What follows belongs to an exercise in optimizing a design on an open flow for small area; a production flow would make more cautious choices. Only simulation tests tie the RTL to the original design; equivalence was not proved. Power figures rest on the tool's default switching activity, not on a simulated workload.

===== flow/config.mk =====
export PLATFORM = sky130hd
export DESIGN_NAME = Neuron
export DESIGN_NICKNAME = Neuron
export VERILOG_FILES = /design/flow/design.v
export SDC_FILE = /design/flow/constraint.sdc
export NUM_CORES = 4
export LEC_CHECK = 0
export CAP_MARGIN = 20
export CORE_MARGIN = 2
export CORE_UTILIZATION = 40
export SLEW_MARGIN = 20

===== flow/constraint.sdc =====
create_clock -name core_clock -period 22.0 [get_ports {CLOCK_50}]
set_input_delay 4.4000 -clock core_clock [delete_from_list [all_inputs] [get_ports {CLOCK_50}]]
set_output_delay 4.4000 -clock core_clock [all_outputs]
set_load 0.01 [all_outputs]

===== flow/design.v =====
module Neuron(
	input CLOCK_50,
	input [1:0] KEY,
	input [3:0] SW,
	input [3:0] GPIO_0,
	output [7:0] LED,
	output [3:0] GPIO_1,
	output [17:0] V_OUT,
	output [17:0] W_OUT,
	output [17:0] SPIKE_COUNT
);
	reg [17:0] v, w;
	reg [17:0] spike_counter;
	reg [5:0] count;
	reg [3:0] led_sw;
	reg [1:0] led_lo;
	reg gpio1_r;
	reg [17:0] acc;      
	reg [17:0] qr;       
	reg wrap;            
	assign V_OUT = v;
	assign W_OUT = w;
	assign SPIKE_COUNT = spike_counter;
	assign LED = {1'b0, led_sw, 1'b0, led_lo};
	assign GPIO_1 = {3'b000, gpio1_r};
	wire rst = ~KEY[0];
	wire upd = (count == 6'd0);
	wire g = GPIO_0[0];
	wire [17:0] h = {v[17], v[17:1]};           
	wire [17:0] I = (led_sw[0] ? 18'h00400 : 18'h0) - (led_sw[1] ? 18'h00400 : 18'h0)
	              + (led_sw[2] ? 18'h00800 : 18'h0) + (led_sw[3] ? 18'h00800 : 18'h0);
	reg b1;
	always @* begin
		case (count[4:0])
			5'd1: b1 = v[0];   5'd2: b1 = v[1];   5'd3: b1 = v[2];   5'd4: b1 = v[3];
			5'd5: b1 = v[4];   5'd6: b1 = v[5];   5'd7: b1 = v[6];   5'd8: b1 = v[7];
			5'd9: b1 = v[8];   5'd10: b1 = v[9];  5'd11: b1 = v[10]; 5'd12: b1 = v[11];
			5'd13: b1 = v[12]; 5'd14: b1 = v[13]; 5'd15: b1 = v[14]; 5'd16: b1 = v[15];
			5'd17: b1 = v[16];
			default: b1 = v[17];
		endcase
	end
	wire q15 = qr[17];
	reg [1:0] bsel;    
	reg m;             
	reg m0mask;        
	reg inv, cin, shift;
	always @* begin
		bsel = 2'd0; m = 1'b0; m0mask = 1'b0; inv = 1'b0; cin = 1'b0; shift = 1'b0;
		case (count)
			6'd1, 6'd2, 6'd3, 6'd4, 6'd5, 6'd6, 6'd7, 6'd8,
			6'd9, 6'd10, 6'd11, 6'd12, 6'd13, 6'd14, 6'd15, 6'd16: begin
				m = b1; shift = 1'b1;
			end
			6'd17: m = b1;
			6'd18, 6'd19: begin m = b1; inv = 1'b1; cin = 1'b1; end
			6'd20, 6'd21, 6'd22, 6'd23, 6'd24, 6'd25, 6'd26,
			6'd27, 6'd28, 6'd29, 6'd30, 6'd31, 6'd32, 6'd33: begin
				m = qr[0]; inv = 1'b1; cin = 1'b1; shift = 1'b1;
			end
			6'd34: begin m = qr[0]; inv = 1'b1; cin = 1'b1; end
			6'd35: begin bsel = 2'd1; m0mask = 1'b1; inv = 1'b1; cin = 1'b1; shift = 1'b1; end
			6'd36: begin
				m = ~q15; m0mask = 1'b1; inv = q15 & v[1] & ~w[1];
				cin = w[1] & ~(q15 & v[1]); shift = 1'b1;
			end
			6'd37: begin m = q15; inv = 1'b1; cin = 1'b1; end
			6'd38: bsel = 2'd2;
			6'd39, 6'd40, 6'd41, 6'd42: shift = 1'b1;
			6'd44: begin m = 1'b1; cin = v[0]; end
			6'd45: m = 1'b1;
			6'd46, 6'd47: m = 1'b1;
			6'd48: begin bsel = 2'd1; m0mask = 1'b1; inv = 1'b1; cin = 1'b1; shift = 1'b1; end
			6'd49, 6'd50, 6'd51, 6'd52, 6'd53, 6'd54, 6'd55, 6'd56, 6'd57: shift = 1'b1;
			6'd58: bsel = 2'd1;
			default: ;
		endcase
	end
	reg [17:0] bsrc;
	always @* begin
		case (bsel)
			2'd0: bsrc = {h[17:1] & {17{m}}, h[0] & m & ~m0mask};
			2'd1: bsrc = {w[17:1], w[0] & ~m0mask};
			default: bsrc = I;
		endcase
	end
	wire [17:0] bx = bsrc ^ {18{inv}};
	wire [18:0] S;
	wire [18:0] cy;
	genvar gi;
	generate for (gi = 0; gi < 18; gi = gi + 1) begin : add
		wire ci = (gi == 0) ? cin : cy[gi-1];
		assign S[gi] = acc[gi] ^ bx[gi] ^ ci;
		assign cy[gi] = (acc[gi] & bx[gi]) | (ci & (acc[gi] ^ bx[gi]));
	end endgenerate
	assign S[18] = acc[17] ^ bx[17] ^ cy[17];
	function [17:0] inc18(input [17:0] a, input c);
		integer i;
		reg cc;
		begin
			cc = c;
			for (i = 0; i < 18; i = i + 1) begin
				inc18[i] = a[i] ^ cc;
				cc = a[i] & cc;
			end
		end
	endfunction
	wire [7:0] lo = qr[13:6];
	wire [7:0] lo_new;
	wire [8:0] bw;
	assign bw[0] = g;
	generate for (gi = 0; gi < 8; gi = gi + 1) begin : dec
		assign lo_new[gi] = lo[gi] ^ bw[gi];
		assign bw[gi+1] = bw[gi] & ~lo[gi];
	end endgenerate
	wire up = g & wrap & ~bw[8];
	wire dn = bw[8] & ~(g & wrap);
	wire [3:0] hi = qr[17:14];
	wire [3:0] hi_new = hi + {{3{dn}}, up | dn};
	wire [17:0] vnew = {hi_new, lo_new, qr[5:0]};
	wire spk = (vnew[17:15] == 3'b001);
	wire [17:0] count_inc = inc18({12'd0, count}, 1'b1);
	always @(posedge CLOCK_50) begin
		count <= count_inc[5:0];
		spike_counter <= inc18(spike_counter, upd & spk) & {18{~rst}};
		if (rst) begin
			count <= 6'd1;
			led_sw <= SW;
			v <= 18'h32148;
			w <= 18'h3C9BB;
		end else if (upd) begin
			v <= vnew;
			w <= acc;
			led_lo[1] <= g;
			led_lo[0] <= spike_counter[17];
			gpio1_r <= spk;
		end
	end
	always @(posedge CLOCK_50) begin
		if (rst || upd || count == 6'd45)
			acc <= 18'd0;
		else if (count == 6'd19)
			acc <= 18'h0FFFF;
		else if (shift)
			acc <= S[18:1];
		else
			acc <= S[17:0];
		if (count == 6'd19 || count == 6'd45)
			qr <= S[17:0];
		else
			qr <= {qr[0], qr[17:1]};
		if (count == 6'd44)
			wrap <= (acc[13:6] == 8'h80);
	end
endmodule

===== flow/run.sh =====
#!/bin/bash
# synth_recipe.tcl (not shown) runs the flow's synth.tcl, then flattens the netlist and writes it again
# the make line also repeats each setting of config.mk as NAME=value (left out here)
make -C /OpenROAD-flow-scripts/flow DESIGN_CONFIG=/design/flow/config.mk WORK_HOME=/design/flow/orfs CLKGATE_MAP_FILE= SYNTH_SCRIPT=/design/flow/synth_recipe.tcl finish

==> impl_results.rst, run 1 <==
.. list-table::
   :header-rows: 1

   * - Metric
     - Value
   * - Run status
     - complete, no violations
   * - Most frequently used flop master after synthesis
     - sky130_fd_sc_hd__dfxtp_1
   * - Start of the worst register-to-register path
     - count[0]
   * - Weighted congestion reported at the end of routability-driven placement
     - around 0.95
   * - Total global routing track utilization
     - 20.1%
   * - Final-stage net count
     - 734
   * - Destination of the worst register-to-register timing path
     - acc[16]
   * - Initial antenna violation count
     - 0
   * - Ports placed on the boundary
     - 77
   * - Number of buffers inserted to repair setup after CTS
     - 0
   * - Data required time of the worst path
     - about 22 ns
   * - Register-to-register path setup slack
     - 11.45 ns
   * - Startpoint type of the worst setup path
     - primary input
   * - FF+latch count, synth
     - 104
   * - Sequential cell area fraction in the yosys report
     - 37.3%
   * - WHS Path Cells
     - 1
   * - End point of the worst hold path
     - count[0]
   * - Total power after layout
     - 0.000483 W
   * - Number of max-slew violations in the final report
     - 0
   * - Overall die height
     - 124 um
   * - Total number of yosys warnings
     - 1
   * - # Max-Cap Violations
     - 0
   * - Number of unique standard cell types used by synthesis
     - 68
   * - Via count of the first global-routing pass
     - 4654
   * - Number of sinks on the clock net
     - 104
   * - Netlist area before placement
     - 0.00580 mm2
   * - First element of the critical path
     - GPIO_0[0]
   * - Fraction of registers with async set or reset after synthesis
     - 0%
   * - CP Capture Type
     - flop
   * - Deepest level of the CTS H-tree
     - 3
   * - Insertion delay of the later-clocked pin in the worst-skew pair
     - 0.36 ns
   * - Overall routed net length
     - ~15000 um
   * - HP Class
     - reg2reg
   * - Cell leakage power
     - 2.63 nW
   * - Total of endpoints with negative setup slack in the final report
     - 0
   * - Post-CTS Hold Buffers
     - 0
   * - Data arrival time at the worst-slack endpoint
     - 11.13 ns
   * - DP Wirelength
     - ~11000 um
   * - Die Wd
     - 124 um
   * - Initial cell density of the core
     - between 40% and 50%
   * - DRC violations left
     - 0
   * - Layout cells sized above 1
     - 5.23%
   * - Buffers on Ports
     - 67
   * - Remaining max-slew budget at the tightest pin
     - 27.9%
   * - Largest stage delay, worst path
     - 0.55 ns
   * - Total overflow reported by the global router
     - 0
   * - Cts bufs inserted
     - 9
   * - Routed length per instance
     - 18.0 um
   * - Type of the setup path with the least slack
     - in2reg
   * - Standard-cell rows
     - 44
   * - Area grow syn2layout
     - 17.7%
   * - Synthesized area per cell
     - 9.31 um2
   * - Overall die area
     - 0.0155 mm2
   * - Power per cell area
     - 70.8 mW/mm2
   * - Highest clock rate
     - 91.9 MHz
   * - Instance count of the mapped netlist
     - 623
   * - Total inserted antenna cells
     - 0
   * - Clock Tree Root
     - sky130_fd_sc_hd__clkbuf_16
   * - Placeable Area
     - 0.0144 mm2
   * - Path depth of the worst reg2reg path
     - 30
   * - CTS tree
     - yes
   * - Most used cell, CP
     - sky130_fd_sc_hd__ha_1
   * - Reg clk slew, reported paths
     - 0.07 ns
   * - Via-to-Cell Ratio
     - between 5 and 6
   * - Final period demand of the worst path
     - 10.88 ns
   * - Register area
     - 0.00216 mm2
   * - Vias
     - 4768
   * - Number of violations reported at the end of detailed-routing iteration 0
     - 361
   * - First-pass DRT Iterations
     - 6
   * - Multi-input gate area in the final layout
     - 0.00327 mm2
   * - Final hold viol count
     - 0
   * - Share of the cycle needed by the critical path after routing
     - 49.4%
   * - Remaining antenna violation count after routing
     - 0
   * - Peak supply drop
     - 0.0382 mV
   * - Resized cells post-CTS
     - 0
   * - Global-route wire length before repair
     - around 25000 um
   * - Setup clock skew after layout
     - 0.0113 ns
   * - Unrepaired setup endpoints after global routing
     - no
   * - Sum of negative setup slack
     - 0 ns
   * - Critical Path Fanout Max
     - 3
   * - Filler Cell Count
     - 1375
   * - Number of enable flip-flop cells after synthesis
     - 8
   * - Slew at the pin closest to its max-slew limit
     - 1.08 ns
   * - Maximum count of clock buffers along a single path
     - 2
   * - Startpoint of the lowest-slack hold path
     - count[0]
   * - Crit-path slowest cell
     - sky130_fd_sc_hd__clkdlybuf4s50_1
   * - Maximum number of pins on one net before global-route repair
     - 49
-- power by group --
part	internal (W)	switching, W
clock network	0.0000868	0.0000717
logic	0.0000468	0.0000597
registers	0.000204	0.0000142
-- routing by layer --
layer	global-route usage [%]	routed length [um]	part of all wire, %
met3	3.74	915	6.0
met1	25.8	6490	42
met5	0	0	0
met2	32.7	7380	48
met4	9.25	544	3.5
-- through the flow --
step / utilization, % / setup WS, ns / cells / hold WS, ns / cell area, um2
finish: 47.5 / 11.12 / 853 / 0.432 / 6830
global route: 47.5 / 10.79 / 853 / 0.477 / 6830
CTS: 47.5 / 11.08 / 853 / 0.438 / 6830
detailed placement: 45.5 / 10.70 / 837 / 0.425 / 6530
global placement: 45.5 / 10.80 / 837 / 0.398 / 6530
floorplan: - / 11.79 / 627 / 0.392 / 5820
-- final cells by class --
cell class              count  share of cell area, %
flip-flops and latches    104                   31.7
clock inverters             4                  0.403
inverters                  42                   2.31
multi-input cells         434                   47.9
well taps                 184                   3.37
clock buffers              12                   3.92
repair buffers             73                   10.5
-- worst max-delay path by stage --
stage               slack, ns                 to  cells after the start
detailed placement      10.70  spike_counter[16]                     34
global route            10.79  spike_counter[16]                     34
global placement        10.80  spike_counter[16]                     34
floorplan               11.79  spike_counter[16]                     33
finish                  11.12  spike_counter[16]                     34
CTS                     11.08  spike_counter[16]                     34
-- registers in the layout, indices dropped and copies added (netlist names), 2 cells and up --
register and count:
acc 18, w 18, led_lo 2, count 6
v 18, qr 18, led_sw 4, spike_counter 18
-- critical path, delay by kind of cell --
| family | cells | cell delay (ns) |
|---|---|---|
| adders and majority gates | 28 | 5.59 |
| buffers and inverters | 3 | 0.67 |
| xor gates and xnor gates | 1 | 0.25 |
| and+or+nand+nor | 2 | 0.25 |
-- synth_stat cells, types with 3 or more instances --
cell / n / area share, %
sky130_fd_sc_hd__o211ai_1: 15 / 1.9
sky130_fd_sc_hd__nand4_1: 4 / 0.43
sky130_fd_sc_hd__edfxtp_1: 8 / 4.1
sky130_fd_sc_hd__a31oi_1: 4 / 0.43
sky130_fd_sc_hd__inv_1: 41 / 2.7
sky130_fd_sc_hd__nor4_1: 4 / 0.43
sky130_fd_sc_hd__o21ai_1: 7 / 0.60
sky130_fd_sc_hd__buf_2: 10 / 0.86
sky130_fd_sc_hd__a211oi_1: 9 / 1.2
sky130_fd_sc_hd__xor2_1: 18 / 2.7
sky130_fd_sc_hd__mux2i_1: 5 / 0.86
sky130_fd_sc_hd__nor2_1: 42 / 2.7
sky130_fd_sc_hd__o21ai_0: 4 / 0.35
sky130_fd_sc_hd__nor3b_1: 3 / 0.39
sky130_fd_sc_hd__nor3_1: 3 / 0.26
sky130_fd_sc_hd__o22ai_1: 4 / 0.43
sky130_fd_sc_hd__a21o_1: 4 / 0.52
sky130_fd_sc_hd__a21oi_1: 55 / 4.7
sky130_fd_sc_hd__a2111oi_0: 3 / 0.45
sky130_fd_sc_hd__and2_1: 24 / 2.6
sky130_fd_sc_hd__nand3_1: 9 / 0.78
sky130_fd_sc_hd__nand2_1: 63 / 4.1
sky130_fd_sc_hd__a222oi_1: 10 / 1.7
sky130_fd_sc_hd__nand3b_1: 7 / 0.91
sky130_fd_sc_hd__fa_1: 21 / 7.2
sky130_fd_sc_hd__xnor2_1: 6 / 0.91
sky130_fd_sc_hd__clkbuf_1: 24 / 1.6
sky130_fd_sc_hd__dfxtp_1: 96 / 33
sky130_fd_sc_hd__buf_4: 10 / 1.3
sky130_fd_sc_hd__and3_1: 11 / 1.2
sky130_fd_sc_hd__mux2_1: 15 / 2.9
sky130_fd_sc_hd__a22oi_1: 3 / 0.39
sky130_fd_sc_hd__ha_1: 38 / 8.2
-- layout by cell type, fill, tap and decap left out, drive strengths merged, types with 5 or more instances in the layout --
cell	n
dfxtp	96
clkdlybuf4s50	67
nand2	64
a21oi	56
nor2	42
inv	42
ha	38
and2	24
fa	21
xor2	18
mux2	16
o211ai	15
clkbuf	12
and3	11
o21ai	11
a222oi	10
a211oi	9
nand3	9
edfxtp	8
nand3b	7
xnor2	6
buf	6
mux2i	5
conb	5
-- cell families after synthesis --
logic type / after synthesis / synth area share [%]
adders and majority gates: 59 / 15.4
DFF: 104 / 37.3
buffers and inverters: 89 / 6.75
xor gates and xnor gates: 24 / 3.62
and+or+nand+nor: 186 / 16.2
other: 1 / 0.0646
muxes: 21 / 3.97
AOI/OAI and AO/OA: 139 / 16.7
==> inputs of run 2 (changes only) <==
--- a/flow/design.v
+++ b/flow/design.v
@@ -31,14 +31,4 @@
 	              + (led_sw[2] ? 18'h00800 : 18'h0) + (led_sw[3] ? 18'h00800 : 18'h0);
-	reg b1;
-	always @* begin
-		case (count[4:0])
-			5'd1: b1 = v[0];   5'd2: b1 = v[1];   5'd3: b1 = v[2];   5'd4: b1 = v[3];
-			5'd5: b1 = v[4];   5'd6: b1 = v[5];   5'd7: b1 = v[6];   5'd8: b1 = v[7];
-			5'd9: b1 = v[8];   5'd10: b1 = v[9];  5'd11: b1 = v[10]; 5'd12: b1 = v[11];
-			5'd13: b1 = v[12]; 5'd14: b1 = v[13]; 5'd15: b1 = v[14]; 5'd16: b1 = v[15];
-			5'd17: b1 = v[16];
-			default: b1 = v[17];
-		endcase
-	end
 	wire q15 = qr[17];
+	wire b1 = (count == 6'd19) ? qr[17] : qr[0];    
 	reg [1:0] bsel;    
@@ -69,8 +59,9 @@
 			6'd39, 6'd40, 6'd41, 6'd42: shift = 1'b1;
-			6'd44: begin m = 1'b1; cin = v[0]; end
-			6'd45: m = 1'b1;
-			6'd46, 6'd47: m = 1'b1;
-			6'd48: begin bsel = 2'd1; m0mask = 1'b1; inv = 1'b1; cin = 1'b1; shift = 1'b1; end
-			6'd49, 6'd50, 6'd51, 6'd52, 6'd53, 6'd54, 6'd55, 6'd56, 6'd57: shift = 1'b1;
-			6'd58: bsel = 2'd1;
+			6'd43: begin m = 1'b1; cin = v[0]; end
+			6'd44: m = 1'b1;
+			6'd45, 6'd46: m = 1'b1;
+			6'd47: begin bsel = 2'd1; m0mask = 1'b1; inv = 1'b1; cin = 1'b1; shift = 1'b1; end
+			6'd48, 6'd49, 6'd50, 6'd51, 6'd52, 6'd53, 6'd54, 6'd55, 6'd56: shift = 1'b1;
+			6'd57: bsel = 2'd1;
+			6'd0: bsel = 2'd3;
 			default: ;
@@ -83,3 +74,4 @@
 			2'd1: bsrc = {w[17:1], w[0] & ~m0mask};
-			default: bsrc = I;
+			2'd2: bsrc = I;
+			default: bsrc = {{4{g & ~wrap}}, {8{g}}, 6'd0};
 		endcase
@@ -107,15 +99,3 @@
 	endfunction
-	wire [7:0] lo = qr[13:6];
-	wire [7:0] lo_new;
-	wire [8:0] bw;
-	assign bw[0] = g;
-	generate for (gi = 0; gi < 8; gi = gi + 1) begin : dec
-		assign lo_new[gi] = lo[gi] ^ bw[gi];
-		assign bw[gi+1] = bw[gi] & ~lo[gi];
-	end endgenerate
-	wire up = g & wrap & ~bw[8];
-	wire dn = bw[8] & ~(g & wrap);
-	wire [3:0] hi = qr[17:14];
-	wire [3:0] hi_new = hi + {{3{dn}}, up | dn};
-	wire [17:0] vnew = {hi_new, lo_new, qr[5:0]};
+	wire [17:0] vnew = S[17:0];
 	wire spk = (vnew[17:15] == 3'b001);
@@ -132,3 +112,3 @@
 			v <= vnew;
-			w <= acc;
+			w <= qr;
 			led_lo[1] <= g;
@@ -139,4 +119,6 @@
 	always @(posedge CLOCK_50) begin
-		if (rst || upd || count == 6'd45)
+		if (rst || upd || count == 6'd44)
 			acc <= 18'd0;
+		else if (count == 6'd63)
+			acc <= qr;
 		else if (count == 6'd19)
@@ -147,3 +129,5 @@
 			acc <= S[17:0];
-		if (count == 6'd19 || count == 6'd45)
+		if (rst)
+			qr <= 18'h32148;
+		else if (upd || count == 6'd19 || count == 6'd44 || count == 6'd63)
 			qr <= S[17:0];
@@ -151,3 +135,3 @@
 			qr <= {qr[0], qr[17:1]};
-		if (count == 6'd44)
+		if (count == 6'd43)
 			wrap <= (acc[13:6] == 8'h80);
==> flow/flow/run.sh (new file) <==
#!/bin/bash
# Standard ORFS layout (the standard.sh, standard synthesis unchanged), with
# two placement/CTS options changed:
#  - port buffers use sky130_fd_sc_hd__buf_1 instead of the resizer's default pick
#    (every input and output port still gets its own buffer);
#  - clock tree built from clkbuf_8 cells, without dummy loads.
set -euo pipefail
export BUFFER_PORTS_ARGS="-buffer_cell sky130_fd_sc_hd__buf_1"
export CTS_ARGS="-sink_clustering_enable -sink_clustering_size 40 -sink_clustering_max_diameter 300 -repair_clock_nets -dont_use_dummy_load -buf_list sky130_fd_sc_hd__clkbuf_8"
bash standard.sh finish > flow_make.log 2>&1
==> flow/standard.sh (new file) <==
#!/bin/bash
# synth_recipe.tcl (not shown) runs the flow's synth.tcl, then flattens the netlist and writes it again
# the make line also repeats each setting of config.mk as NAME=value (left out here)
make -C /OpenROAD-flow-scripts/flow DESIGN_CONFIG=/design/flow/config.mk WORK_HOME=/design/flow/orfs CLKGATE_MAP_FILE= SYNTH_SCRIPT=/design/flow/synth_recipe.tcl "${@:-finish}"
removed: flow/run.sh
==> impl_results.rst, run 2 <==
.. list-table::
   :header-rows: 1

   * - Metric
     - Value
   * - Reg clk slew, reported paths
     - 0.09 ns (+0.02 ns)
   * - Area grow syn2layout
     - 7.66%
   * - Post-CTS Hold Buffers
     - 0 (unchanged)
   * - Peak-usage layer in the global routing report
     - met2
   * - Cts bufs inserted
     - 9 (unchanged)
   * - Sw power
     - 0.000152 W (+4.4%)
   * - Final period demand of the worst path
     - 13.75 ns (+2.87 ns)
   * - Logic gate share of total power
     - 28.1% (+6.1 points)
   * - Resized cells post-CTS
     - 0 (unchanged)
   * - Number of max-slew violations in the final report
     - 0 (unchanged)
   * - Maximum number of pins on one net before global-route repair
     - 53 (+8.2%)
   * - Share of the cycle needed by the critical path after routing
     - 62.5% (+13 points)
   * - Netlist area before placement
     - 0.00547 mm2 (-5.7%)
   * - Number of enable flip-flop cells after synthesis
     - 8 (unchanged)
   * - Highest clock rate
     - 72.7 MHz (-21%)
   * - Sum of negative setup slack
     - 0 ns (unchanged)
   * - Vias
     - 4296 (-9.9%)
   * - Number of buffers inserted to repair setup after CTS
     - 0 (unchanged)
   * - Crit-path slowest cell
     - sky130_fd_sc_hd__or4b_2
   * - Switching part of the total power
     - 33.4% (+3.3 points)
   * - Maximum count of clock buffers along a single path
     - 2 (unchanged)
   * - Total overflow reported by the global router
     - 0 (unchanged)
   * - Filler-free cell count of the finished design
     - 793 (-7.0%)
   * - Fraction of registers with async set or reset after synthesis
     - 0% (unchanged)
   * - Final-stage net count
     - 676 (-7.9%)
   * - Number of sinks on the clock net
     - 104 (unchanged)
   * - Largest cells by area after synthesis
     - sky130_fd_sc_hd__dfxtp_1, sky130_fd_sc_hd__fa_1, sky130_fd_sc_hd__ha_1
   * - Routed length per instance
     - 16.9 um (-6.1%)
   * - Run status
     - complete, no violations
   * - Remaining max-slew budget at the tightest pin
     - 30.1% (+2.2 points)
   * - Destination of the worst register-to-register timing path
     - spike_counter[17]
   * - Post-synth top area cell
     - sky130_fd_sc_hd__dfxtp_1
   * - Setup clock skew after layout
     - 0.0211 ns (+0.00981 ns)
   * - Start of the worst register-to-register path
     - count[0]
   * - Filler Cell Count
     - 1336 (-2.8%)
   * - Critical Path Fanout Max
     - 20 (+17)
   * - Clock Tree Root
     - sky130_fd_sc_hd__clkbuf_8
   * - FF+latch count, synth
     - 104 (unchanged)
   * - Summed area of non-filler cells in the final layout
     - 0.00589 mm2 (-14%)
   * - Sequential cell area fraction in the yosys report
     - 39.5% (+2.2 points)
   * - Via count of the first global-routing pass
     - 4119 (-11%)
   * - Data arrival time at the worst-slack endpoint
     - 14.02 ns (+2.89 ns)
   * - Global-route met2 utilization
     - 30.0% (-2.7 points)
   * - Total number of yosys warnings
     - 1 (unchanged)
   * - Standard-cell rows
     - 42 (-4.5%)
   * - Path depth of the worst reg2reg path
     - 48 (+60%)
   * - First element of the critical path
     - count[0]
   * - Global-route wire length before repair
     - 21700 um (-12%)
   * - Total inserted antenna cells
     - 0 (unchanged)
   * - # Max-Cap Violations
     - 0 (unchanged)
   * - Buffers on Ports
     - 67 (unchanged)
   * - Layout cells sized above 1
     - 7.62% (+2.4 points)
   * - Power per cell area
     - 77.2 mW/mm2 (+9.1%)
   * - Initial antenna violation count
     - 0 (unchanged)
   * - Initial cell density of the core
     - 41.2% (+0.79 points)
   * - Type of the setup path with the least slack
     - reg2reg
   * - Cell Int Power
     - 0.000303 W (-10%)
   * - Most frequent cells in the layout
     - sky130_fd_sc_hd__dfxtp_1, sky130_fd_sc_hd__nand2_1, sky130_fd_sc_hd__buf_1
   * - Cell leakage power
     - 2.25 nW (-14%)
   * - DP Wirelength
     - 8770 um (-18%)
   * - Placeable Area
     - 0.0133 mm2 (-7.5%)
   * - Startpoint type of the worst setup path
     - flop
   * - Register-to-register path setup slack
     - 8.25 ns (-3.20 ns)
   * - Overall die height
     - 121 um (-2.8%)
   * - Die Wd
     - 121 um (-2.8%)
   * - Number of unique standard cell types used by synthesis
     - 62 (-8.8%)
   * - Area post-placement
     - 0.00577 mm2 (-12%)
   * - Most frequent standard cell in the layout excluding fill and tap cells
     - sky130_fd_sc_hd__dfxtp_1
   * - HP Class
     - reg2reg
   * - Ports placed on the boundary
     - 77 (unchanged)
   * - Largest stage delay, worst path
     - 0.65 ns (+0.10 ns)
   * - Number of violations reported at the end of detailed-routing iteration 0
     - 357 (-1.1%)
   * - Overall die area
     - 0.0146 mm2 (-5.5%)
   * - Crit path to
     - spike_counter[17]
   * - Total of endpoints with negative setup slack in the final report
     - 0 (unchanged)
   * - Met3 routing resource usage after global routing
     - 3.15% (-0.59 points)
   * - Weighted congestion reported at the end of routability-driven placement
     - 0.864 (-9.0%)
   * - Total global routing track utilization
     - 19.1% (-0.93 points)
   * - Slew at the pin closest to its max-slew limit
     - 1.05 ns (-0.0296 ns)
   * - Post-synth top cells
     - sky130_fd_sc_hd__dfxtp_1, sky130_fd_sc_hd__nand2_1, sky130_fd_sc_hd__inv_1, sky130_fd_sc_hd__nor2_1, sky130_fd_sc_hd__ha_1
   * - CTS tree
     - yes
   * - Overall routed net length
     - 13400 um (-13%)
   * - Most frequently used flop master after synthesis
     - sky130_fd_sc_hd__dfxtp_1
   * - CP Capture Type
     - flop
   * - Synthesized area per cell
     - 9.45 um2 (+1.5%)
   * - First-pass DRT Iterations
     - 5 (-1)
   * - Number of placed instances with taps included
     - 784 (-6.3%)
   * - Instance count of the mapped netlist
     - 579 (-7.1%)
   * - Remaining antenna violation count after routing
     - 0 (unchanged)
   * - Proportion of netlist area held by the largest area contributor
     - 35.1% (+2.0 points)
   * - Final hold viol count
     - 0 (unchanged)
   * - Global-route track usage on met1
     - 26.2% (+0.41 points)
   * - Insertion delay of the later-clocked pin in the worst-skew pair
     - 0.39 ns (+0.03 ns)
   * - Data required time of the worst path
     - 22.27 ns (+0.02 ns)
   * - Deepest level of the CTS H-tree
     - 3 (unchanged)
   * - Unrepaired setup endpoints after global routing
     - no
   * - Peak supply drop
     - 0.0274 mV (-28%)
   * - Sequential share of power
     - 50.2% (+5.0 points)
   * - Via-to-Cell Ratio
     - 5.42 (-3.1%)
   * - DRC violations left
     - 0 (unchanged)
   * - Power share of the clock group
     - 21.7% (-11 points)
   * - Most frequent cell after synthesis
     - sky130_fd_sc_hd__dfxtp_1
-- run 2: cell count changes in the layout (fill, tap and decap cells not counted), sizes merged, moves of 12 or more --
cell,delta
ha,-12
buf,+68
a211oi,+16
a21oi,-29
xnor2,+13
clkdlybuf4s50,-67
xor2,-16
-- run 2: cells by family after synthesis --
group	after synthesis	synth area share (%)
buf+inv	84	7.27
other cells	1	0.0685
xor+xnor	21	3.36
fa+ha+maj	46	13.3
mux	21	4.57
compound gates	130	16.9
simple gates	172	15.0
flops	104	39.5
-- run 2: cell type report --
| type | instances | area [um2] | area share [%] |
|---|---|---|---|
| inverter | 34 | 128 | 2.17 |
| clock buffer | 9 | 124 | 2.10 |
| timing repair buffer | 75 | 313 | 5.31 |
| multi-input combinational | 395 | 2950 | 50.0 |
| sequential | 104 | 2160 | 36.7 |
| tap | 176 | 220 | 3.74 |
-- run 2: critical path, delay by kind of cell, from the launching register on --
kind                     cells  cell delay, ns
AO/OA/AOI/OAI                2            0.31
adder cells (fa/ha/maj)     36           10.83
flip-flops                   1            0.39
XOR/XNOR                     2            0.27
AND/OR/NAND/NOR              5            1.36
buffers and inverters        3            0.45
-- run 2: through the flow --
step / power (W) / setup slack, ns / util, % / hold slack, ns
after floorplan: 0.000329 / 8.96 / - / 0.400
after global placement: 0.000358 / 8.10 / 43.4 / 0.410
after detailed placement: 0.000360 / 8.06 / 43.4 / 0.431
after CTS: 0.000457 / 8.24 / 44.3 / 0.452
after global routing: 0.000481 / 7.66 / 44.3 / 0.466
final: 0.000455 / 8.25 / 44.3 / 0.443
-- run 2: metal layers --
layer	part of all wire (%)	vias up	wire [um]
li1	-	2064	-
met1	46	2105	6180
met2	47	111	6320
met3	5.1	16	681
met4	1.6	0	212
met5	0	-	0
-- run 2: how the worst min path moves through the flow --
stage,start,endpoint,slack [ns],cells past startpoint
2_1_floorplan,count[0],count[0],0.40,1
3_3_place_gp,count[0],count[0],0.41,1
3_5_place_dp,count[0],count[0],0.43,1
4_1_cts,count[0],count[0],0.45,1
5_1_grt,count[0],count[0],0.47,1
6_report,count[0],count[0],0.44,1
-- run 2: power groups by stage --
| stage | clock, W | combinational (W) | sequential (W) |
|---|---|---|---|
| 2_1_floorplan | 0 | 0.0000984 | 0.000231 |
| 3_3_place_gp | 0 | 0.000126 | 0.000232 |
| 3_5_place_dp | 0 | 0.000128 | 0.000233 |
| 4_1_cts | 0.000100 | 0.000128 | 0.000228 |
| 5_1_grt | 0.000108 | 0.000142 | 0.000231 |
| 6_report | 0.0000988 | 0.000128 | 0.000228 |
==> inputs of run 3 (changes only) <==
--- a/flow/flow/run.sh
+++ b/flow/flow/run.sh
@@ -8,3 +8,3 @@
 export BUFFER_PORTS_ARGS="-buffer_cell sky130_fd_sc_hd__buf_1"
-export CTS_ARGS="-sink_clustering_enable -sink_clustering_size 40 -sink_clustering_max_diameter 300 -repair_clock_nets -dont_use_dummy_load -buf_list sky130_fd_sc_hd__clkbuf_8"
+export CTS_ARGS="-sink_clustering_enable -repair_clock_nets -dont_use_dummy_load -buf_list sky130_fd_sc_hd__clkbuf_8"
 bash standard.sh finish > flow_make.log 2>&1
==> impl_results.rst, run 3 <==
.. list-table::
   :header-rows: 1

   * - Metric
     - Value
   * - Run status
     - complete, no violations
   * - Placeable Area
     - 0.0133 mm2 (unchanged)
   * - Weighted congestion reported at the end of routability-driven placement
     - 0.864 (unchanged)
   * - Cell leakage power
     - 2.25 nW (unchanged)
   * - Post-synth top area cell
     - sky130_fd_sc_hd__dfxtp_1
   * - Most frequent cell after synthesis
     - sky130_fd_sc_hd__dfxtp_1
   * - Sequential share of power
     - 50.2% (about the same)
   * - Unrepaired setup endpoints after global routing
     - no
   * - Total number of yosys warnings
     - 1 (unchanged)
   * - Maximum number of pins on one net before global-route repair
     - 53 (unchanged)
   * - Routed length per instance
     - 16.9 um (unchanged)
   * - Largest cells by area after synthesis
     - sky130_fd_sc_hd__dfxtp_1, sky130_fd_sc_hd__fa_1, sky130_fd_sc_hd__ha_1
   * - Fraction of registers with async set or reset after synthesis
     - 0% (unchanged)
   * - Number of enable flip-flop cells after synthesis
     - 8 (unchanged)
   * - Setup clock skew after layout
     - 0.0211 ns (unchanged)
   * - Via-to-Cell Ratio
     - 5.42 (unchanged)
   * - Reg clk slew, reported paths
     - 0.09 ns (about the same)
   * - Number of unique standard cell types used by synthesis
     - 62 (unchanged)
   * - Total global routing track utilization
     - 19.1% (unchanged)
   * - Maximum count of clock buffers along a single path
     - 2 (unchanged)
   * - Most frequent cells in the layout
     - sky130_fd_sc_hd__dfxtp_1, sky130_fd_sc_hd__nand2_1, sky130_fd_sc_hd__buf_1
   * - # Max-Cap Violations
     - 0 (unchanged)
   * - Number of sinks on the clock net
     - 104 (unchanged)
   * - Synthesized area per cell
     - 9.45 um2 (unchanged)
   * - Post-CTS Hold Buffers
     - 0 (unchanged)
   * - Cell Int Power
     - 0.000303 W (unchanged)
   * - Summed area of non-filler cells in the final layout
     - 0.00589 mm2 (unchanged)
   * - Logic gate share of total power
     - 28.1% (about the same)
   * - Crit-path slowest cell
     - sky130_fd_sc_hd__or4b_2
   * - Initial antenna violation count
     - 0 (unchanged)
   * - Total number of cells along the worst setup path
     - 48 (unchanged)
   * - Switching part of the total power
     - 33.4% (unchanged)
   * - Highest clock rate
     - 72.7 MHz (unchanged)
   * - Instance count of the mapped netlist
     - 579 (unchanged)
   * - Final period demand of the worst path
     - 13.75 ns (unchanged)
   * - Power per cell area
     - 77.2 mW/mm2 (unchanged)
   * - Resized cells post-CTS
     - 0 (unchanged)
   * - WHS Path Cells
     - 1 (unchanged)
   * - Register area
     - 0.00216 mm2 (unchanged)
   * - Overall die height
     - 121 um (unchanged)
   * - Standard-cell rows
     - 42 (unchanged)
   * - Share of the cycle needed by the critical path after routing
     - 62.5% (unchanged)
   * - Most frequent standard cell in the layout excluding fill and tap cells
     - sky130_fd_sc_hd__dfxtp_1
   * - Filler Cell Count
     - 1336 (unchanged)
   * - Insertion delay of the later-clocked pin in the worst-skew pair
     - 0.39 ns (about the same)
   * - Multi-input gate area in the final layout
     - 0.00295 mm2 (unchanged)
   * - Number of buffers inserted to repair setup after CTS
     - 0 (unchanged)
   * - CTS tree
     - yes
   * - Most frequently used flop master after synthesis
     - sky130_fd_sc_hd__dfxtp_1
   * - HP Class
     - reg2reg
   * - First element of the critical path
     - count[0]
   * - Area post-placement
     - 0.00577 mm2 (unchanged)
   * - Via count of the first global-routing pass
     - 4119 (unchanged)
   * - Proportion of netlist area held by the largest area contributor
     - 35.1% (unchanged)
   * - Remaining max-slew budget at the tightest pin
     - 30.1% (unchanged)
   * - Peak supply drop
     - 0.0274 mV (unchanged)
   * - Netlist area before placement
     - 0.00547 mm2 (unchanged)
   * - Power share of the clock group
     - 21.7% (about the same)
   * - Overall die area
     - 0.0146 mm2 (unchanged)
   * - Kind of cell adding the most delay to the critical path
     - adder cells
   * - Final hold viol count
     - 0 (unchanged)
   * - Sequential cell area fraction in the yosys report
     - 39.5% (unchanged)
   * - Data arrival time at the worst-slack endpoint
     - 14.02 ns (about the same)
   * - Overall routed net length
     - 13400 um (unchanged)
   * - Buffers on Ports
     - 67 (unchanged)
   * - Path depth of the worst reg2reg path
     - 48 (unchanged)
   * - Number of buffer and inverter instances along the worst setup path
     - 3 (unchanged)
   * - Initial cell density of the core
     - 41.2% (unchanged)
   * - Area grow syn2layout
     - 7.66% (unchanged)
   * - Number of violations reported at the end of detailed-routing iteration 0
     - 357 (unchanged)
   * - Start of the worst register-to-register path
     - count[0]
   * - FF+latch count, synth
     - 104 (unchanged)
   * - Number of max-slew violations in the final report
     - 0 (unchanged)
   * - Total of endpoints with negative setup slack in the final report
     - 0 (unchanged)
   * - Startpoint type of the worst setup path
     - flop
   * - Sw power
     - 0.000152 W (unchanged)
   * - DP Wirelength
     - 8770 um (unchanged)
   * - Total power after layout
     - 0.000455 W (unchanged)
   * - Final Util
     - 44.3% (unchanged)
   * - Data required time of the worst path
     - 22.27 ns (about the same)
   * - Total overflow reported by the global router
     - 0 (unchanged)
   * - Slew at the pin closest to its max-slew limit
     - 1.05 ns (unchanged)
   * - Cts bufs inserted
     - 9 (unchanged)
   * - Post-synth top cells
     - sky130_fd_sc_hd__dfxtp_1, sky130_fd_sc_hd__nand2_1, sky130_fd_sc_hd__inv_1, sky130_fd_sc_hd__nor2_1, sky130_fd_sc_hd__ha_1
   * - Vias
     - 4296 (unchanged)
   * - Clock Tree Root
     - sky130_fd_sc_hd__clkbuf_8
   * - Die Wd
     - 121 um (unchanged)
   * - Hold slack final
     - 0.443 ns (unchanged)
   * - Critical Path Fanout Max
     - 20 (unchanged)
   * - Ports placed on the boundary
     - 77 (unchanged)
   * - First-pass DRT Iterations
     - 5 (unchanged)
   * - DRC violations left
     - 0 (unchanged)
   * - Final-stage net count
     - 676 (unchanged)
   * - Global-route wire length before repair
     - 21700 um (unchanged)
   * - Largest stage delay, worst path
     - 0.65 ns (about the same)
   * - Remaining antenna violation count after routing
     - 0 (unchanged)
   * - Type of the setup path with the least slack
     - reg2reg
   * - Total inserted antenna cells
     - 0 (unchanged)
   * - Deepest level of the CTS H-tree
     - 3 (unchanged)
   * - Startpoint of the lowest-slack hold path
     - count[0]
   * - Layout cells sized above 1
     - 7.62% (unchanged)
   * - Sum of negative setup slack
     - 0 ns (unchanged)
   * - CP Capture Type
     - flop
run 3: cell counts in the layout (fill, tap and decap cells not counted):
No cell type changed its count.
run 3: through the flow:
stage	std cells	worst slack, ns
floorplan	583	8.96
global placement	784	8.10
detailed placement	784	8.06
CTS	793	8.24
global route	793	7.66
finish	793	8.25
run 3: worst paths after layout:
kind,to,slack (ns)
max reg2reg,spike_counter[17],8.25
max,spike_counter[17],8.25
min reg2reg,count[0],0.44
min,count[0],0.44
run 3: power groups by stage:
stage | Sequential, W | Combinational [W] | Clock, W
CTS | 0.000228 | 0.000128 | 0.000100
finish | 0.000228 | 0.000128 | 0.0000988
floorplan | 0.000231 | 0.0000984 | 0
global route | 0.000231 | 0.000142 | 0.000108
global placement | 0.000232 | 0.000126 | 0
detailed placement | 0.000233 | 0.000128 | 0
run 3: area by class of cell:
type                       count  area share, %
timing repair buffer          75           5.31
tap                          176           3.74
inverter                      34           2.17
sequential                   104           36.7
multi-input combinational    395           50.0
clock buffer                   9           2.10
run 3: worst reg2reg max path: cells and delay by family, from the launching register on:
kind	cells	cell delay (ns)
AO/OA/AOI/OAI	2	0.32
adder cells (fa/ha/maj)	36	10.83
XOR/XNOR	2	0.27
buffers and inverters	3	0.45
AND/OR/NAND/NOR	5	1.37
flip-flops	1	0.39
run 3: logic make-up (layout without fill, tap and decap cells):
kind of cell / Yosys count / count (layout) / share of synthesized area [%]
AOI/OAI and AO/OA: 130 / 130 / 16.9
xor gates and xnor gates: 21 / 21 / 3.36
adders and majority gates: 46 / 46 / 13.3
buffers and inverters: 84 / 118 / 7.27
DFF: 104 / 104 / 39.5
muxes: 21 / 21 / 4.57
other: 1 / 5 / 0.0685
and+or+nand+nor: 172 / 172 / 15.0
run 3: layer usage:
layer | track usage [%] | vias to the layer above | share of wire, %
met5 | 0 | - | 0
met4 | 7.85 | 0 | 1.6
met3 | 3.15 | 16 | 5.1
met2 | 30.0 | 111 | 47
met1 | 26.2 | 2105 | 46
li1 | - | 2064 | -
==> inputs of run 4 (changes only) <==
--- a/flow/design.v
+++ b/flow/design.v
@@ -26,3 +26,3 @@
 	wire rst = ~KEY[0];
-	wire upd = (count == 6'd0);
+	wire upd = (count == 6'd63);
 	wire g = GPIO_0[0];
@@ -32,3 +32,3 @@
 	wire q15 = qr[17];
-	wire b1 = (count == 6'd19) ? qr[17] : qr[0];    
+	wire b1 = (count == 6'd18) ? qr[17] : qr[0];    
 	reg [1:0] bsel;    
@@ -40,15 +40,15 @@
 		case (count)
-			6'd1, 6'd2, 6'd3, 6'd4, 6'd5, 6'd6, 6'd7, 6'd8,
-			6'd9, 6'd10, 6'd11, 6'd12, 6'd13, 6'd14, 6'd15, 6'd16: begin
+			6'd0, 6'd1, 6'd2, 6'd3, 6'd4, 6'd5, 6'd6, 6'd7,
+			6'd8, 6'd9, 6'd10, 6'd11, 6'd12, 6'd13, 6'd14, 6'd15: begin
 				m = b1; shift = 1'b1;
 			end
-			6'd17: m = b1;
-			6'd18, 6'd19: begin m = b1; inv = 1'b1; cin = 1'b1; end
-			6'd20, 6'd21, 6'd22, 6'd23, 6'd24, 6'd25, 6'd26,
-			6'd27, 6'd28, 6'd29, 6'd30, 6'd31, 6'd32, 6'd33: begin
+			6'd16: m = b1;
+			6'd17, 6'd18: begin m = b1; inv = 1'b1; cin = 1'b1; end
+			6'd19, 6'd20, 6'd21, 6'd22, 6'd23, 6'd24, 6'd25,
+			6'd26, 6'd27, 6'd28, 6'd29, 6'd30, 6'd31, 6'd32: begin
 				m = qr[0]; inv = 1'b1; cin = 1'b1; shift = 1'b1;
 			end
-			6'd34: begin m = qr[0]; inv = 1'b1; cin = 1'b1; end
-			6'd35: begin bsel = 2'd1; m0mask = 1'b1; inv = 1'b1; cin = 1'b1; shift = 1'b1; end
-			6'd36: begin
+			6'd33: begin m = qr[0]; inv = 1'b1; cin = 1'b1; end
+			6'd34: begin bsel = 2'd1; m0mask = 1'b1; inv = 1'b1; cin = 1'b1; shift = 1'b1; end
+			6'd35: begin
 				m = ~q15; m0mask = 1'b1; inv = q15 & v[1] & ~w[1];
@@ -56,12 +56,12 @@
 			end
-			6'd37: begin m = q15; inv = 1'b1; cin = 1'b1; end
-			6'd38: bsel = 2'd2;
-			6'd39, 6'd40, 6'd41, 6'd42: shift = 1'b1;
-			6'd43: begin m = 1'b1; cin = v[0]; end
-			6'd44: m = 1'b1;
-			6'd45, 6'd46: m = 1'b1;
-			6'd47: begin bsel = 2'd1; m0mask = 1'b1; inv = 1'b1; cin = 1'b1; shift = 1'b1; end
-			6'd48, 6'd49, 6'd50, 6'd51, 6'd52, 6'd53, 6'd54, 6'd55, 6'd56: shift = 1'b1;
-			6'd57: bsel = 2'd1;
-			6'd0: bsel = 2'd3;
+			6'd36: begin m = q15; inv = 1'b1; cin = 1'b1; end
+			6'd37: bsel = 2'd2;
+			6'd38, 6'd39, 6'd40, 6'd41: shift = 1'b1;
+			6'd42: begin m = 1'b1; cin = v[0]; end
+			6'd43: m = 1'b1;
+			6'd44, 6'd45: m = 1'b1;
+			6'd46: begin bsel = 2'd1; m0mask = 1'b1; inv = 1'b1; cin = 1'b1; shift = 1'b1; end
+			6'd47, 6'd48, 6'd49, 6'd50, 6'd51, 6'd52, 6'd53, 6'd54, 6'd55: shift = 1'b1;
+			6'd56: bsel = 2'd1;
+			6'd63: bsel = 2'd3;
 			default: ;
@@ -106,3 +106,3 @@
 		if (rst) begin
-			count <= 6'd1;
+			count <= 6'd0;
 			led_sw <= SW;
@@ -119,7 +119,7 @@
 	always @(posedge CLOCK_50) begin
-		if (rst || upd || count == 6'd44)
+		if (rst || upd || count == 6'd43)
 			acc <= 18'd0;
-		else if (count == 6'd63)
+		else if (count == 6'd62)
 			acc <= qr;
-		else if (count == 6'd19)
+		else if (count == 6'd18)
 			acc <= 18'h0FFFF;
@@ -131,3 +131,3 @@
 			qr <= 18'h32148;
-		else if (upd || count == 6'd19 || count == 6'd44 || count == 6'd63)
+		else if (upd || count == 6'd18 || count == 6'd43 || count == 6'd62)
 			qr <= S[17:0];
@@ -135,3 +135,3 @@
 			qr <= {qr[0], qr[17:1]};
-		if (count == 6'd43)
+		if (count == 6'd42)
 			wrap <= (acc[13:6] == 8'h80);
--- a/flow/flow/run.sh
+++ b/flow/flow/run.sh
@@ -8,3 +8,3 @@
 export BUFFER_PORTS_ARGS="-buffer_cell sky130_fd_sc_hd__buf_1"
-export CTS_ARGS="-sink_clustering_enable -repair_clock_nets -dont_use_dummy_load -buf_list sky130_fd_sc_hd__clkbuf_8"
+export CTS_ARGS="-sink_clustering_enable -sink_clustering_size 30 -sink_clustering_max_diameter 500 -repair_clock_nets -dont_use_dummy_load -buf_list sky130_fd_sc_hd__clkbuf_16"
 bash standard.sh finish > flow_make.log 2>&1
==> impl_results.rst, run 4 <==
.. list-table::
   :header-rows: 1

   * - Metric
     - Value
   * - Run status
     - complete, no violations
   * - Maximum number of pins on one net before global-route repair
     - 49 (-7.5%)
   * - Total inserted antenna cells
     - 0 (unchanged)
   * - Initial antenna violation count
     - 0 (unchanged)
   * - Via-to-Cell Ratio
     - 5.40 (-0.30%)
   * - Synthesized area per cell
     - 9.62 um2 (+1.7%)
   * - Overall routed net length
     - 12900 um (-3.6%)
   * - Ports placed on the boundary
     - 77 (unchanged)
   * - Vias
     - 4186 (-2.6%)
   * - CP Capture Type
     - flop
   * - Deepest level of the CTS H-tree
     - 3 (unchanged)
   * - Final period demand of the worst path
     - 13.79 ns (+0.0429 ns)
   * - Unrepaired setup endpoints after global routing
     - no
   * - Remaining max-slew budget at the tightest pin
     - 37.2% (+7.0 points)
   * - Fraction of registers with async set or reset after synthesis
     - 0% (unchanged)
   * - Cts bufs inserted
     - 9 (unchanged)
   * - Register-to-register path setup slack
     - 8.21 ns (-0.04 ns)
   * - Multi-input gate area in the final layout
     - 0.00290 mm2 (-1.7%)
   * - Initial cell density of the core
     - 40.8% (-0.41 points)
   * - Power per cell area
     - 66.7 mW/mm2 (-14%)
   * - Netlist area before placement
     - 0.00538 mm2 (-1.8%)
   * - DRC violations left
     - 0 (unchanged)
   * - Standard-cell rows
     - 42 (unchanged)
   * - Total number of yosys warnings
     - 1 (unchanged)
   * - Peak supply drop
     - 0.0349 mV (+28%)
   * - Total number of cells along the worst setup path
     - 48 (unchanged)
   * - # Max-Cap Violations
     - 0 (unchanged)
   * - Startpoint type of the worst setup path
     - flop
   * - Weighted congestion reported at the end of routability-driven placement
     - 0.857 (-0.75%)
   * - Resized cells post-CTS
     - 0 (unchanged)
   * - First-pass DRT Iterations
     - 6 (+1)
   * - Reg clk slew, reported paths
     - 0.07 ns (-0.02 ns)
   * - Share of the cycle needed by the critical path after routing
     - 62.7% (+0.19 points)
   * - DP Wirelength
     - 8550 um (-2.4%)
   * - Highest clock rate
     - 72.5 MHz (-0.31%)
   * - Number of buffer and inverter instances along the worst setup path
     - 3 (unchanged)
   * - Filler Cell Count
     - 1293 (-3.2%)
   * - Sum of negative setup slack
     - 0 ns (unchanged)
   * - Number of violations reported at the end of detailed-routing iteration 0
     - 381 (+6.7%)
   * - Overall die area
     - 0.0144 mm2 (-1.7%)
   * - Number of enable flip-flop cells after synthesis
     - 8 (unchanged)
   * - Crit-path slowest cell
     - sky130_fd_sc_hd__or2_2
   * - Clock Tree Root
     - sky130_fd_sc_hd__clkbuf_16
   * - Insertion delay of the later-clocked pin in the worst-skew pair
     - 0.35 ns (-0.04 ns)
   * - Crit path to
     - spike_counter[17]
   * - Buffers on Ports
     - 67 (unchanged)
   * - Slew at the pin closest to its max-slew limit
     - 0.942 ns (-0.105 ns)
   * - Total of endpoints with negative setup slack in the final report
     - 0 (unchanged)
   * - Total global routing track utilization
     - 18.5% (-0.66 points)
   * - Kind of cell adding the most delay to the critical path
     - adder cells
   * - Layout cells sized above 1
     - 7.85% (+0.23 points)
   * - Largest stage delay, worst path
     - 0.60 ns (-0.05 ns)
   * - Final hold viol count
     - 0 (unchanged)
   * - Path depth of the worst reg2reg path
     - 48 (unchanged)
   * - FF+latch count, synth
     - 104 (unchanged)
   * - Sequential cell area fraction in the yosys report
     - 40.2% (+0.72 points)
   * - Most frequently used flop master after synthesis
     - sky130_fd_sc_hd__dfxtp_1
   * - Number of max-slew violations in the final report
     - 0 (unchanged)
   * - Most frequent cells in the layout
     - sky130_fd_sc_hd__dfxtp_1, sky130_fd_sc_hd__nand2_1, sky130_fd_sc_hd__buf_1
   * - Routed length per instance
     - 16.7 um (-1.3%)
   * - Post-synth top cells
     - sky130_fd_sc_hd__dfxtp_1, sky130_fd_sc_hd__nand2_1, sky130_fd_sc_hd__nor2_1, sky130_fd_sc_hd__inv_1, sky130_fd_sc_hd__ha_1
   * - CTS tree
     - yes
   * - HP Class
     - reg2reg
   * - Hold slack final
     - 0.469 ns (+0.0261 ns)
   * - Overall die height
     - 120 um (-0.87%)
   * - Critical Path Fanout Max
     - 19 (-5.0%)
   * - Remaining antenna violation count after routing
     - 0 (unchanged)
   * - Data arrival time at the worst-slack endpoint
     - 14.00 ns (-0.02 ns)
   * - Number of sinks on the clock net
     - 104 (unchanged)
   * - Post-CTS Hold Buffers
     - 0 (unchanged)
   * - Maximum count of clock buffers along a single path
     - 2 (unchanged)
   * - Placeable Area
     - 0.0132 mm2 (-0.79%)
   * - Largest cells by area after synthesis
     - sky130_fd_sc_hd__dfxtp_1, sky130_fd_sc_hd__fa_1, sky130_fd_sc_hd__ha_1
   * - Number of unique standard cell types used by synthesis
     - 59 (-4.8%)
   * - Data required time of the worst path
     - 22.21 ns (-0.06 ns)
   * - Type of the setup path with the least slack
     - reg2reg
   * - Number of buffers inserted to repair setup after CTS
     - 0 (unchanged)
   * - First element of the critical path
     - count[0]
   * - Most frequent standard cell in the layout excluding fill and tap cells
     - sky130_fd_sc_hd__dfxtp_1
   * - Register area
     - 0.00216 mm2 (unchanged)
   * - Final-stage net count
     - 658 (-2.7%)
   * - Most frequent cell after synthesis
     - sky130_fd_sc_hd__dfxtp_1
   * - Start of the worst register-to-register path
     - count[0]
   * - Via count of the first global-routing pass
     - 4109 (-0.24%)
   * - Instance count of the mapped netlist
     - 559 (-3.5%)
   * - Destination of the worst register-to-register timing path
     - spike_counter[17]
   * - Area grow syn2layout
     - 10.2%
   * - Global-route wire length before repair
     - 20800 um (-4.1%)
   * - Proportion of netlist area held by the largest area contributor
     - 35.8% (+0.64 points)
   * - Setup clock skew after layout
     - 0.0123 ns (-0.00883 ns)
   * - Die Wd
     - 120 um (-0.87%)
   * - Cell leakage power
     - 2.29 nW (+1.9%)
   * - Post-synth top area cell
     - sky130_fd_sc_hd__dfxtp_1
   * - Total overflow reported by the global router
     - 0 (unchanged)
## run 4: layer usage
| layer | track usage, % | up-vias | routed length, um | share of wire [%] |
|---|---|---|---|---|
| met1 | 23.9 | 2050 | 5940 | 46 |
| met2 | 30.9 | 103 | 6280 | 49 |
| met5 | 0 | - | 0 | 0 |
| met4 | 6.03 | 0 | 168 | 1.3 |
| met3 | 3.61 | 14 | 521 | 4.0 |
| li1 | - | 2019 | - | - |
## run 4: worst min-delay path: cells and delay by family, from the launching register on
family	cells	cell delay (ns)
flip-flops	1	0.32
AO/OA/AOI/OAI	1	0.05
AND/OR/NAND/NOR	1	0.06
## run 4: final cells by class
cell class | count | area share (%)
multi-input cells | 380 | 48.9
repair buffers | 73 | 5.03
well taps | 176 | 3.72
inverters | 33 | 2.09
clock buffers | 9 | 3.80
flip-flops and latches | 104 | 36.5
## run 4: cells by family after synthesis
group                      Yosys count  synth area share (%)
adders and majority gates           46                  13.5
AOI/OAI and AO/OA                  114                  17.2
xor gates and xnor gates            22                  3.58
DFF                                104                  40.2
other                                1                0.0698
and+or+nand+nor                    172                  15.0
muxes                               21                  3.93
buffers and inverters               79                  6.52
## run 4: worst min path at each step
stage,from,to,slack (ns),cells past startpoint
3_5_place_dp,count[0],count[0],0.45,1
4_1_cts,qr[13],w[13],0.47,2
6_report,qr[13],w[13],0.47,2
5_1_grt,w[3],w[3],0.51,2
3_3_place_gp,count[0],count[0],0.43,1
2_1_floorplan,count[0],count[0],0.42,1
## run 4: through the flow
stage	instances	instance area, um2	total power [W]	utilization, %	worst slack, ns
6_report	775	5930	0.000396	44.9	8.21
5_1_grt	775	5930	0.000413	44.9	7.54
3_3_place_gp	766	5700	0.000262	43.2	8.23
2_1_floorplan	563	5390	0.000251	-	8.78
4_1_cts	775	5930	0.000398	44.9	8.23
3_5_place_dp	766	5700	0.000263	43.2	8.17
## run 4: power breakdown
part | switching [W] | internal, W
registers | 0.00000512 | 0.000199
logic | 0.0000320 | 0.0000237
clock network | 0.0000638 | 0.0000723
==> inputs of run 5 (changes only) <==
--- a/flow/flow/run.sh
+++ b/flow/flow/run.sh
@@ -8,3 +8,3 @@
 export BUFFER_PORTS_ARGS="-buffer_cell sky130_fd_sc_hd__buf_1"
-export CTS_ARGS="-sink_clustering_enable -sink_clustering_size 30 -sink_clustering_max_diameter 500 -repair_clock_nets -dont_use_dummy_load -buf_list sky130_fd_sc_hd__clkbuf_16"
+export CTS_ARGS="-repair_clock_nets -dont_use_dummy_load -buf_list sky130_fd_sc_hd__clkbuf_8"
 bash standard.sh finish > flow_make.log 2>&1
==> impl_results.rst, run 5 <==
.. list-table::
   :header-rows: 1

   * - Metric
     - Value
   * - Startpoint type of the worst setup path
     - flop
   * - Power share of the clock group
     - 26.9% (-7.5 points)
   * - Overall die area
     - 0.0144 mm2 (unchanged)
   * - Resized cells post-CTS
     - 0 (unchanged)
   * - Total global routing track utilization
     - 18.4% (-0.10 points)
   * - Buffers on Ports
     - 67 (unchanged)
   * - End point of the worst hold path
     - count[0]
   * - CP Capture Type
     - flop
   * - Number of max-slew violations in the final report
     - 0 (unchanged)
   * - Most frequently used flop master after synthesis
     - sky130_fd_sc_hd__dfxtp_1
   * - Overall die height
     - 120 um (unchanged)
   * - Main combinational cell family by area after synthesis
     - compound AO/OA/AOI/OAI gates
   * - Highest clock rate
     - 72.5 MHz (about the same)
   * - Synthesized area per cell
     - 9.62 um2 (unchanged)
   * - Most frequent cell after synthesis
     - sky130_fd_sc_hd__dfxtp_1
   * - Number of buffer and inverter instances along the worst setup path
     - 3 (unchanged)
   * - Cell leakage power
     - 2.25 nW (-2.0%)
   * - Data arrival time at the worst-slack endpoint
     - 14.03 ns (+0.03 ns)
   * - Via count of the first global-routing pass
     - 4120 (+0.27%)
   * - Power per cell area
     - 60.8 mW/mm2 (-8.8%)
   * - Switching part of the total power
     - 26.9% (+1.4 points)
   * - Final-stage net count
     - 658 (unchanged)
   * - Weighted congestion reported at the end of routability-driven placement
     - 0.857 (unchanged)
   * - Post-CTS Hold Buffers
     - 0 (unchanged)
   * - Maximum number of pins on one net before global-route repair
     - 49 (unchanged)
   * - Sw power
     - 0.0000954 W (-5.5%)
   * - FF+latch count, synth
     - 104 (unchanged)
   * - Cell Int Power
     - 0.000259 W (-12%)
   * - Summed area of non-filler cells in the final layout
     - 0.00582 mm2 (-1.7%)
   * - HP Class
     - reg2reg
   * - Remaining antenna violation count after routing
     - 0 (unchanged)
   * - # Max-Cap Violations
     - 0 (unchanged)
   * - Global-route wire length before repair
     - 20800 um (about the same)
   * - Proportion of netlist area held by the largest area contributor
     - 35.8% (unchanged)
   * - Number of violations reported at the end of detailed-routing iteration 0
     - 435 (+14%)
   * - Destination of the worst register-to-register timing path
     - spike_counter[17]
   * - Path depth of the worst reg2reg path
     - 48 (unchanged)
   * - Clock Tree Root
     - sky130_fd_sc_hd__clkbuf_8
   * - Peak supply drop
     - 0.0250 mV (-28%)
   * - Adder-Cell Fraction of Synth Area
     - 13.5% (unchanged)
   * - Simple-gate share of the synthesized area
     - 15.0% (unchanged)
   * - Setup clock skew after layout
     - 0.0160 ns (+0.00369 ns)
   * - Sum of negative setup slack
     - 0 ns (unchanged)
   * - Layout cells sized above 1
     - 7.85% (unchanged)
   * - DP Wirelength
     - 8550 um (unchanged)
   * - Data required time of the worst path
     - 22.24 ns (+0.03 ns)
   * - Total overflow reported by the global router
     - 0 (unchanged)
   * - Area share of xor/xnor cells in the synthesized design
     - 3.58% (unchanged)
   * - Sequential cell area fraction in the yosys report
     - 40.2% (unchanged)
   * - Unrepaired setup endpoints after global routing
     - no
   * - Initial cell density of the core
     - 40.8% (unchanged)
   * - Most frequent cells in the layout
     - sky130_fd_sc_hd__dfxtp_1, sky130_fd_sc_hd__nand2_1, sky130_fd_sc_hd__buf_1
   * - Kind of cell adding the most delay to the critical path
     - adder cells
   * - Crit-path slowest cell
     - sky130_fd_sc_hd__or2_2
   * - Share of the cycle needed by the critical path after routing
     - 62.7% (about the same)
   * - Most frequent standard cell in the layout excluding fill and tap cells
     - sky130_fd_sc_hd__dfxtp_1
   * - Routed length per instance
     - 16.6 um (-0.40%)
   * - Type of the setup path with the least slack
     - reg2reg
   * - Startpoint of the lowest-slack hold path
     - count[0]
   * - Logic gate share of total power
     - 15.7% (+1.6 points)
   * - Cts bufs inserted
     - 9 (unchanged)
   * - Total number of yosys warnings
     - 1 (unchanged)
   * - Number of sinks on the clock net
     - 104 (unchanged)
   * - Placeable Area
     - 0.0132 mm2 (unchanged)
   * - Total of endpoints with negative setup slack in the final report
     - 0 (unchanged)
   * - Ports placed on the boundary
     - 77 (unchanged)
   * - Deepest level of the CTS H-tree
     - 3 (unchanged)
   * - Filler-free cell count of the finished design
     - 775 (unchanged)
   * - Fraction of registers with async set or reset after synthesis
     - 0% (unchanged)
   * - Hold slack final
     - 0.462 ns (-0.00685 ns)
   * - Reg clk slew, reported paths
     - 0.09 ns (+0.02 ns)
   * - Post-synth top area cell
     - sky130_fd_sc_hd__dfxtp_1
   * - Insertion delay of the later-clocked pin in the worst-skew pair
     - 0.37 ns (+0.02 ns)
   * - Slew at the pin closest to its max-slew limit
     - 0.950 ns (+0.00713 ns)
   * - First element of the critical path
     - count[0]
   * - Netlist area before placement
     - 0.00538 mm2 (unchanged)
   * - First-pass DRT Iterations
     - 6 (unchanged)
   * - Via-to-Cell Ratio
     - 5.37 (-0.50%)
   * - Number of enable flip-flop cells after synthesis
     - 8 (unchanged)
   * - WHS Path Cells
     - 1 (-1)
   * - Final period demand of the worst path
     - 13.79 ns (-0.00277 ns)
   * - Standard-cell rows
     - 42 (unchanged)
   * - Die Wd
     - 120 um (unchanged)
   * - Instance count of the mapped netlist
     - 559 (unchanged)
   * - Remaining max-slew budget at the tightest pin
     - 36.7% (-0.48 points)
   * - Number of buffers inserted to repair setup after CTS
     - 0 (unchanged)
   * - Critical Path Fanout Max
     - 19 (unchanged)
   * - Total inserted antenna cells
     - 0 (unchanged)
   * - Area grow syn2layout
     - 8.36%
   * - Post-synth top cells
     - sky130_fd_sc_hd__dfxtp_1, sky130_fd_sc_hd__nand2_1, sky130_fd_sc_hd__nor2_1, sky130_fd_sc_hd__inv_1, sky130_fd_sc_hd__ha_1
   * - Maximum count of clock buffers along a single path
     - 2 (unchanged)
   * - Sequential share of power
     - 57.4% (+5.9 points)
   * - Multiplexer share of the synthesized area
     - 3.93% (unchanged)
   * - Start of the worst register-to-register path
     - count[0]
   * - Largest cells by area after synthesis
     - sky130_fd_sc_hd__dfxtp_1, sky130_fd_sc_hd__fa_1, sky130_fd_sc_hd__ha_1
   * - Largest stage delay, worst path
     - 0.59 ns (about the same)
   * - Register-to-register path setup slack
     - 8.21 ns (about the same)
   * - Vias
     - 4165 (-0.50%)
   * - CTS tree
     - yes
   * - Overall routed net length
     - 12900 um (-0.40%)
   * - DRC violations left
     - 0 (unchanged)
   * - Number of unique standard cell types used by synthesis
     - 59 (unchanged)
   * - Run status
     - complete, no violations
   * - Number of placed instances with taps included
     - 766 (unchanged)
   * - Complex-gate fraction of the synthesized area
     - 17.2% (unchanged)
   * - Area post-placement
     - 0.00570 mm2 (unchanged)
   * - Final hold viol count
     - 0 (unchanged)
   * - Initial antenna violation count
     - 0 (unchanged)
-- run 5: cell counts after synthesis --
Identical to the previous run, type by type.
-- run 5: area by class of cell --
class / instances / area [um2]
fillers: 1299 / 7370
multi-input cells: 380 / 2900
repair buffers: 73 / 298
inverters: 33 / 124
clock buffers: 9 / 124
flip-flops and latches: 104 / 2160
well taps: 176 / 220
-- run 5: logic make-up (layout without fill, tap and decap cells) --
logic type / count (synthesis) / in the layout
buffers and inverters: 79 / 115
flip-flops: 104 / 104
AO/OA/AOI/OAI: 114 / 114
multiplexers: 21 / 21
adder cells (fa/ha/maj): 46 / 46
AND/OR/NAND/NOR: 172 / 172
other: 1 / 5
XOR/XNOR: 22 / 22
-- run 5: worst max path at each step --
stage	to	slack (ns)	depth (start not counted)
after global placement	spike_counter[17]	8.23	39
after CTS	spike_counter[17]	8.25	48
after detailed placement	spike_counter[17]	8.17	39
final	spike_counter[17]	8.21	48
after floorplan	spike_counter[16]	8.78	37
after global routing	spike_counter[17]	7.55	48
-- run 5: worst register-to-register path, delay by kind of cell (launching register included) --
family	cells	cell delay (ns)
AO/OA/AOI/OAI	2	0.50
flip-flops	1	0.39
XOR/XNOR	2	0.41
AND/OR/NAND/NOR	5	1.54
adder cells (fa/ha/maj)	36	10.67
buffers and inverters	3	0.21
-- run 5: metrics by stage --
step | total power (W) | utilization, % | worst slack [ns]
6_report | 0.000354 | 44.2 | 8.21
5_1_grt | 0.000371 | 44.2 | 7.55
4_1_cts | 0.000357 | 44.2 | 8.25
3_5_place_dp | 0.000263 | 43.2 | 8.17
3_3_place_gp | 0.000262 | 43.2 | 8.23
2_1_floorplan | 0.000251 | - | 8.78
-- run 5: layer usage --
metal / share of wire (%) / track usage (%)
met3: 5.3 / 3.04
met4: 1.3 / 6.03
met1: 44 / 23.8
met2: 50 / 31.2
met5: 0 / 0
-- run 5: power groups by stage --
stage / clock [W] / combinational (W) / sequential (W)
after CTS: 0.0000979 / 0.0000557 / 0.000204
final: 0.0000952 / 0.0000555 / 0.000204
after global placement: 0 / 0.0000540 / 0.000208
after global routing: 0.000104 / 0.0000621 / 0.000205
after floorplan: 0 / 0.0000445 / 0.000206
after detailed placement: 0 / 0.0000552 / 0.000208

re-timing with driven ports:
The results above use ideal ports. As a check the final layouts listed here were re-extracted and re-timed, cells and wires unchanged. Step 1: set_driving_cell puts a clkbuf_16 on CLOCK_50 and a buf_2 on each other input, an assumption about the parent block. Step 2 times the ports against the registers' clock, not the clock port: input delays grow and output delays shrink by t, the midpoint of the rising clock arrivals with the driver on. Three values: ideal ports, drivers, drivers and shift; two values: the first two.
| run | t, ns | slack for setup (ns) | clock arrival spread, ns | worst slew at a driven data input, ns | cell pins on the clock port's net |
|---|---|---|---|---|---|
| run 1 | 0.393 | 11.121 / 11.142 / 10.749 | 0.012 / 0.013 | 0.03 | 1 |
| run 2 | 0.414 | 8.248 / 8.248 / 8.044 | 0.021 / 0.022 | 0.03 | 1 |
| run 3 | 0.414 | 8.248 / 8.248 / 8.044 | 0.021 / 0.022 | 0.03 | 1 |
| run 4 | 0.379 | 8.205 / 8.205 / 8.070 | 0.013 / 0.013 | 0.04 | 1 |
| run 5 | 0.400 | 8.208 / 8.208 / 8.098 | 0.016 / 0.016 | 0.04 | 1 |
After both steps setup and hold are still met in every run listed. The setup slack of run 1, which loses most, moves by +0.021 ns with the drivers and by -0.372 ns with both steps.
